Source: an optimization exercise on an open RTL-to-GDS flow (aim: small area, a short achievable clock period and few clock cycles per item). Production flows keep margins and buffers that such runs may drop.
The RTL was checked by simulation tests, not by an equivalence proof against the original design.
No driver is modelled on the clock port, so clock power and skew are understated where the tree is cut down; a real chip needs a root buffer or a tree.
Power and IR drop assume default switching activity.

## timing_example
module timing_example #(
    parameter int INPUT_WIDTH   = 32,
    parameter int OUTPUT_WIDTH  = 8,
    parameter int COUNTER_WIDTH = 64,
    parameter int NUM_PIPELINES = 16
) (
    input  logic                                  clk,
    input  logic                                  rst,
    input  logic [               INPUT_WIDTH-1:0] data_in,
    input  logic                                  data_in_valid,
    input  logic [NUM_PIPELINES*OUTPUT_WIDTH-1:0] pipe_in,
    output logic                                  ready,
    output logic [              OUTPUT_WIDTH-1:0] data_out,
    output logic                                  data_out_valid,
    output logic [             COUNTER_WIDTH-1:0] count
);
  assign ready = 1'b1;
  logic [3:0] v_r;
  always_ff @(posedge clk or posedge rst) begin
    if (rst) v_r <= '0;
    else v_r <= {v_r[2:0], data_in_valid};
  end
  assign data_out_valid = v_r[3];
  logic [10:0] seg_all1, seg_cin;
  logic [63:0] count_nxt;
  ...
Settings: LEC_CHECK=0, CAP_MARGIN=20, CORE_MARGIN=2, CORE_UTILIZATION=40, SLEW_MARGIN=20, SYNTH_HIERARCHICAL=1, SYNTH_MINIMUM_KEEP_SIZE=0; clock period 8.0 ns.
standard.sh (not shown) runs the stock make flow with config.mk's settings and CLKGATE_MAP_FILE= SYNTH_SCRIPT=/design/flow/synth_recipe.tcl, a recipe that flattens the netlist after the stock synthesis.
==> flow/flow/run.sh <==
#!/bin/bash
# Standard synthesis, then the standard layout with three changes: ports are
# buffered with buf_1, clock tree synthesis adds no dummy loads, and timing
# repair aims at a tighter setup margin than the 8 ns clock asks for.
set -euo pipefail
bash standard.sh synth > synth.log 2>&1
export BUFFER_PORTS_ARGS="-buffer_cell sky130_fd_sc_hd__buf_1"
export CTS_ARGS="-sink_clustering_enable -repair_clock_nets -dont_use_dummy_load -buf_list {sky130_fd_sc_hd__clkbuf_4 sky130_fd_sc_hd__clkbuf_8}"
export SETUP_SLACK_MARGIN=${MARGIN:-5.7}
bash standard.sh > layout.log 2>&1
Testbench counts at the start, summed over its fixed seeds: cycles 1,632, items 1,600.
Edit:
==> flow/flow/run.sh (replaced) <==
#!/bin/bash
# Standard synthesis, then the standard layout with two changes: ports are
# buffered with buf_1, and clock tree synthesis adds no dummy loads.
set -euo pipefail
bash standard.sh synth > synth.log 2>&1
export BUFFER_PORTS_ARGS="-buffer_cell sky130_fd_sc_hd__buf_1"
export CTS_ARGS="-sink_clustering_enable -repair_clock_nets -dont_use_dummy_load -buf_list {sky130_fd_sc_hd__clkbuf_4 sky130_fd_sc_hd__clkbuf_8}"
bash standard.sh > layout.log 2>&1
The changed run ran to the end with no violations.
Core utilization decreases by 9.0 points.
Wire length fell by 15%.
Clock-buffer cell count does not change.
Worst setup slack gets worse by 0.0086 ns.
Power fell by about 12%.
Clock skew falls by 0.011 ns.
Edit:
--- a/flow/flow/run.sh
+++ b/flow/flow/run.sh
@@ -7 +7 @@
-export CTS_ARGS="-sink_clustering_enable -repair_clock_nets -dont_use_dummy_load -buf_list {sky130_fd_sc_hd__clkbuf_4 sky130_fd_sc_hd__clkbuf_8}"
+export CTS_ARGS="-sink_clustering_enable -repair_clock_nets -dont_use_dummy_load -sink_clustering_size ${CLS:-30} -sink_clustering_max_diameter ${CLD:-120} -buf_list {sky130_fd_sc_hd__clkbuf_4 sky130_fd_sc_hd__clkbuf_8}"
Die area does not change.
Combinational power hardly moves.
Via count stays the same.

========
timing_example, a different RTL version from the one above (not shown whole).
Size: about 240 I/O pins, about 7900 um2 of cells after synthesis.
export LEC_CHECK = 0
export CAP_MARGIN = 20
export CORE_MARGIN = 2
export CORE_UTILIZATION = 40
export SLEW_MARGIN = 20
export SYNTH_HIERARCHICAL = 1
export SYNTH_MINIMUM_KEEP_SIZE = 0
create_clock -name core_clock -period 8.0 [get_ports {clk}]
==> flow/flow/run.sh <==
#!/bin/bash
# Standard synthesis, then the standard layout with these changes: ports are
# buffered with buf_1, and after clock tree synthesis its tree is replaced by a
# balanced two-level tree of clkbuf_16 cells (flow/clktree.tcl).
set -euo pipefail
bash standard.sh synth > synth.log 2>&1
export BUFFER_PORTS_ARGS="-buffer_cell sky130_fd_sc_hd__buf_1"
export CTS_ARGS="-sink_clustering_enable -repair_clock_nets -dont_use_dummy_load -buf_list {sky130_fd_sc_hd__clkbuf_4 sky130_fd_sc_hd__clkbuf_8}"
export CLK_LEAVES=10
export CLK_LEAF_CELL=clkbuf_8
export CLK_ROOT_AT_PORT=1
export POST_CTS_TCL=$PWD/flow/clktree.tcl
bash standard.sh > layout.log 2>&1
==> flow/flow/clktree.tcl <==
# Replace the clock tree that clock_tree_synthesis built with a two-level one:
# the clock port drives one root clkbuf_16, which drives CLK_LEAVES leaf buffers,
# each feeding the flip-flops of one region (regions of nearly equal size, cut
# across the longer side). Every flip-flop sees the same two buffers.
set nleaf [expr {[info exists ::env(CLK_LEAVES)] ? $::env(CLK_LEAVES) : 4}]
set block [ord::get_db_block]
set db [ord::get_db]
set master [$db findMaster sky130_fd_sc_hd__clkbuf_16]
set lmaster [$db findMaster sky130_fd_sc_hd__[expr {[info exists ::env(CLK_LEAF_CELL)] ? $::env(CLK_LEAF_CELL) : "clkbuf_16"}]]
set clk [$block findNet clk]

set flops {}
foreach inst [$block getInsts] {
  if {[[$inst getMaster] isSequential]} {
    set it [$inst findITerm CLK]
    lassign [$inst getLocation] x y
    lappend flops [list $inst $it $x $y]
  }
}
# the old tree: every buffer on the clock network
set old_insts {}
set old_nets {}
foreach net [$block getNets] {
  if {[$net getSigType] eq "CLOCK" && [$net getName] ne "clk"} { lappend old_nets $net }
}
foreach inst [$block getInsts] {
  set n [$inst getName]
  if {[string match clkbuf_* $n] || [string match clkload* $n]} { lappend old_insts $inst }
}
foreach f $flops { [lindex $f 1] disconnect }
foreach inst $old_insts { odb::dbInst_destroy $inst }
foreach net $old_nets { if {[$net getName] ne "clk"} { odb::dbNet_destroy $net } }

# split a group into n regions of nearly equal size, cutting across its longer side
proc split_n {items n} {
  if {$n <= 1} { return [list $items] }
  set xs [lmap f $items {lindex $f 2}]
  set ys [lmap f $items {lindex $f 3}]
  set dx [expr {[tcl::mathfunc::max {*}$xs] - [tcl::mathfunc::min {*}$xs]}]
  set dy [expr {[tcl::mathfunc::max {*}$ys] - [tcl::mathfunc::min {*}$ys]}]
  set idx [expr {$dx >= $dy ? 2 : 3}]
  set s [lsort -integer -index $idx $items]
  set n1 [expr {$n / 2}]
  set cut [expr {[llength $s] * $n1 / $n}]
  return [concat [split_n [lrange $s 0 [expr {$cut - 1}]] $n1] \
                 [split_n [lrange $s $cut end] [expr {$n - $n1}]]]
}
set groups [split_n $flops $nleaf]

proc centroid {items} {
  set sx 0; set sy 0
  foreach f $items { set sx [expr {$sx + [lindex $f 2]}]; set sy [expr {$sy + [lindex $f 3]}] }
  set n [llength $items]
  return [list [expr {int($sx / $n)}] [expr {int($sy / $n)}]]
}
lassign [centroid $flops] rx ry
if {[info exists ::env(CLK_ROOT_AT_PORT)]} {
  # root halfway between the clock port and the flip-flops' centroid
  set bt [lindex [[$block findBTerm clk] getBPins] 0]
  set bb [$bt getBBox]
  set px [expr {([$bb xMin] + [$bb xMax]) / 2}]
  set py [expr {([$bb yMin] + [$bb yMax]) / 2}]
  set rx [expr {($rx + $px) / 2}]
  set ry [expr {($ry + $py) / 2}]
}
set root [odb::dbInst_create $block $master clkroot]
$root setLocation $rx $ry
$root setPlacementStatus PLACED
[$root findITerm A] connect $clk
set rnet [odb::dbNet_create $block clknet_root]
$rnet setSigType CLOCK
[$root findITerm X] connect $rnet
set k 0
foreach g $groups {
  lassign [centroid $g] cx cy
  set leaf [odb::dbInst_create $block $lmaster clkleaf_$k]
  $leaf setLocation $cx $cy
  $leaf setPlacementStatus PLACED
  [$leaf findITerm A] connect $rnet
  set lnet [odb::dbNet_create $block clknet_leaf_$k]
  $lnet setSigType CLOCK
  [$leaf findITerm X] connect $lnet
  foreach f $g { [lindex $f 1] connect $lnet }
  incr k
}
puts "clktree.tcl: [llength $flops] flip-flops on $k leaves; removed [llength $old_insts] buffers"
detailed_placement
check_placement -verbose
estimate_parasitics -placement
report_clock_skew
report_checks -path_delay min -format end
Testbench counts at the start, summed over its fixed seeds: cycles 1,632, items 1,600.
Edit:
--- a/flow/flow/run.sh
+++ b/flow/flow/run.sh
@@ -7,7 +7,6 @@
 export BUFFER_PORTS_ARGS="-buffer_cell sky130_fd_sc_hd__buf_1"
 export CTS_ARGS="-sink_clustering_enable -repair_clock_nets -dont_use_dummy_load -buf_list {sky130_fd_sc_hd__clkbuf_4 sky130_fd_sc_hd__clkbuf_8}"
-export CLK_LEAVES=10
+export CLK_LEAVES=12
 export CLK_LEAF_CELL=clkbuf_8
-export CLK_ROOT_AT_PORT=1
 export POST_CTS_TCL=$PWD/flow/clktree.tcl
 bash standard.sh > layout.log 2>&1
--- a/flow/flow/clktree.tcl
+++ b/flow/flow/clktree.tcl
@@ -55,13 +55,4 @@
 }
 lassign [centroid $flops] rx ry
-if {[info exists ::env(CLK_ROOT_AT_PORT)]} {
-  # root halfway between the clock port and the flip-flops' centroid
-  set bt [lindex [[$block findBTerm clk] getBPins] 0]
-  set bb [$bt getBBox]
-  set px [expr {([$bb xMin] + [$bb xMax]) / 2}]
-  set py [expr {([$bb yMin] + [$bb yMax]) / 2}]
-  set rx [expr {($rx + $px) / 2}]
-  set ry [expr {($ry + $py) / 2}]
-}
 set root [odb::dbInst_create $block $master clkroot]
 $root setLocation $rx $ry
After rerunning: Clock skew came out higher by 0.0058 ns; wire length climbs by about 0.4%; utilization rose by 0.14 points; first-iteration DRC count went down by 4.5%.
Edit:
--- a/flow/flow/run.sh
+++ b/flow/flow/run.sh
@@ -7,5 +7,5 @@
 export BUFFER_PORTS_ARGS="-buffer_cell sky130_fd_sc_hd__buf_1"
 export CTS_ARGS="-sink_clustering_enable -repair_clock_nets -dont_use_dummy_load -buf_list {sky130_fd_sc_hd__clkbuf_4 sky130_fd_sc_hd__clkbuf_8}"
-export CLK_LEAVES=12
+export CLK_LEAVES=10
 export CLK_LEAF_CELL=clkbuf_8
 export POST_CTS_TCL=$PWD/flow/clktree.tcl
=> The changed run produced a clean layout. Total power shrinks by 0.63%. Cell count hardly moves. Global-route usage stays flat.
In every run of this note, the design's own scripts or RTL, not TritonCTS, make the clock network.

port drivers added, routing unchanged:
No port has a modelled driver above. Below, the same layouts with a new extraction and two added sets of constraints.
Step 1 assumes that a clkbuf_16 drives the clock port and a buf_2 every other input.
Step 2 moves the port delays by t, midway between the first and last clock arrival at a register: inputs arrive t later, outputs are due t later. That takes back most of the time a late clock gives input paths.
Three values: ideal ports, drivers, drivers and shift; two values: the first two.
| run | t, ns | slack for setup (ns) | clock arrival spread, ns | worst data-port slew with drivers (ns) |
|---|---|---|---|---|
| the first run of note 1 | 0.467 | 5.384 / 5.365 / 5.139 | 0.039 / 0.039 | 0.05 |
| the second run of note 1 | 0.470 | 5.375 / 5.339 / 5.146 | 0.028 / 0.028 | 0.04 |
| the third run of note 1 | 0.470 | 5.375 / 5.339 / 5.146 | 0.028 / 0.028 | 0.04 |
| the first run of note 2 | 0.391 | 5.440 / 5.408 / 5.122 | 0.012 / 0.012 | 0.06 |
| the second run of note 2 | 0.410 | 5.451 / 5.406 / 5.116 | 0.019 / 0.018 | 0.06 |
| the third run of note 2 | 0.406 | 5.438 / 5.392 / 5.122 | 0.013 / 0.012 | 0.06 |
After both steps every run listed still meets setup and hold. The setup slack of the second run of note 2, which loses most, moves by -0.045 ns with the drivers and by -0.335 ns with both steps.
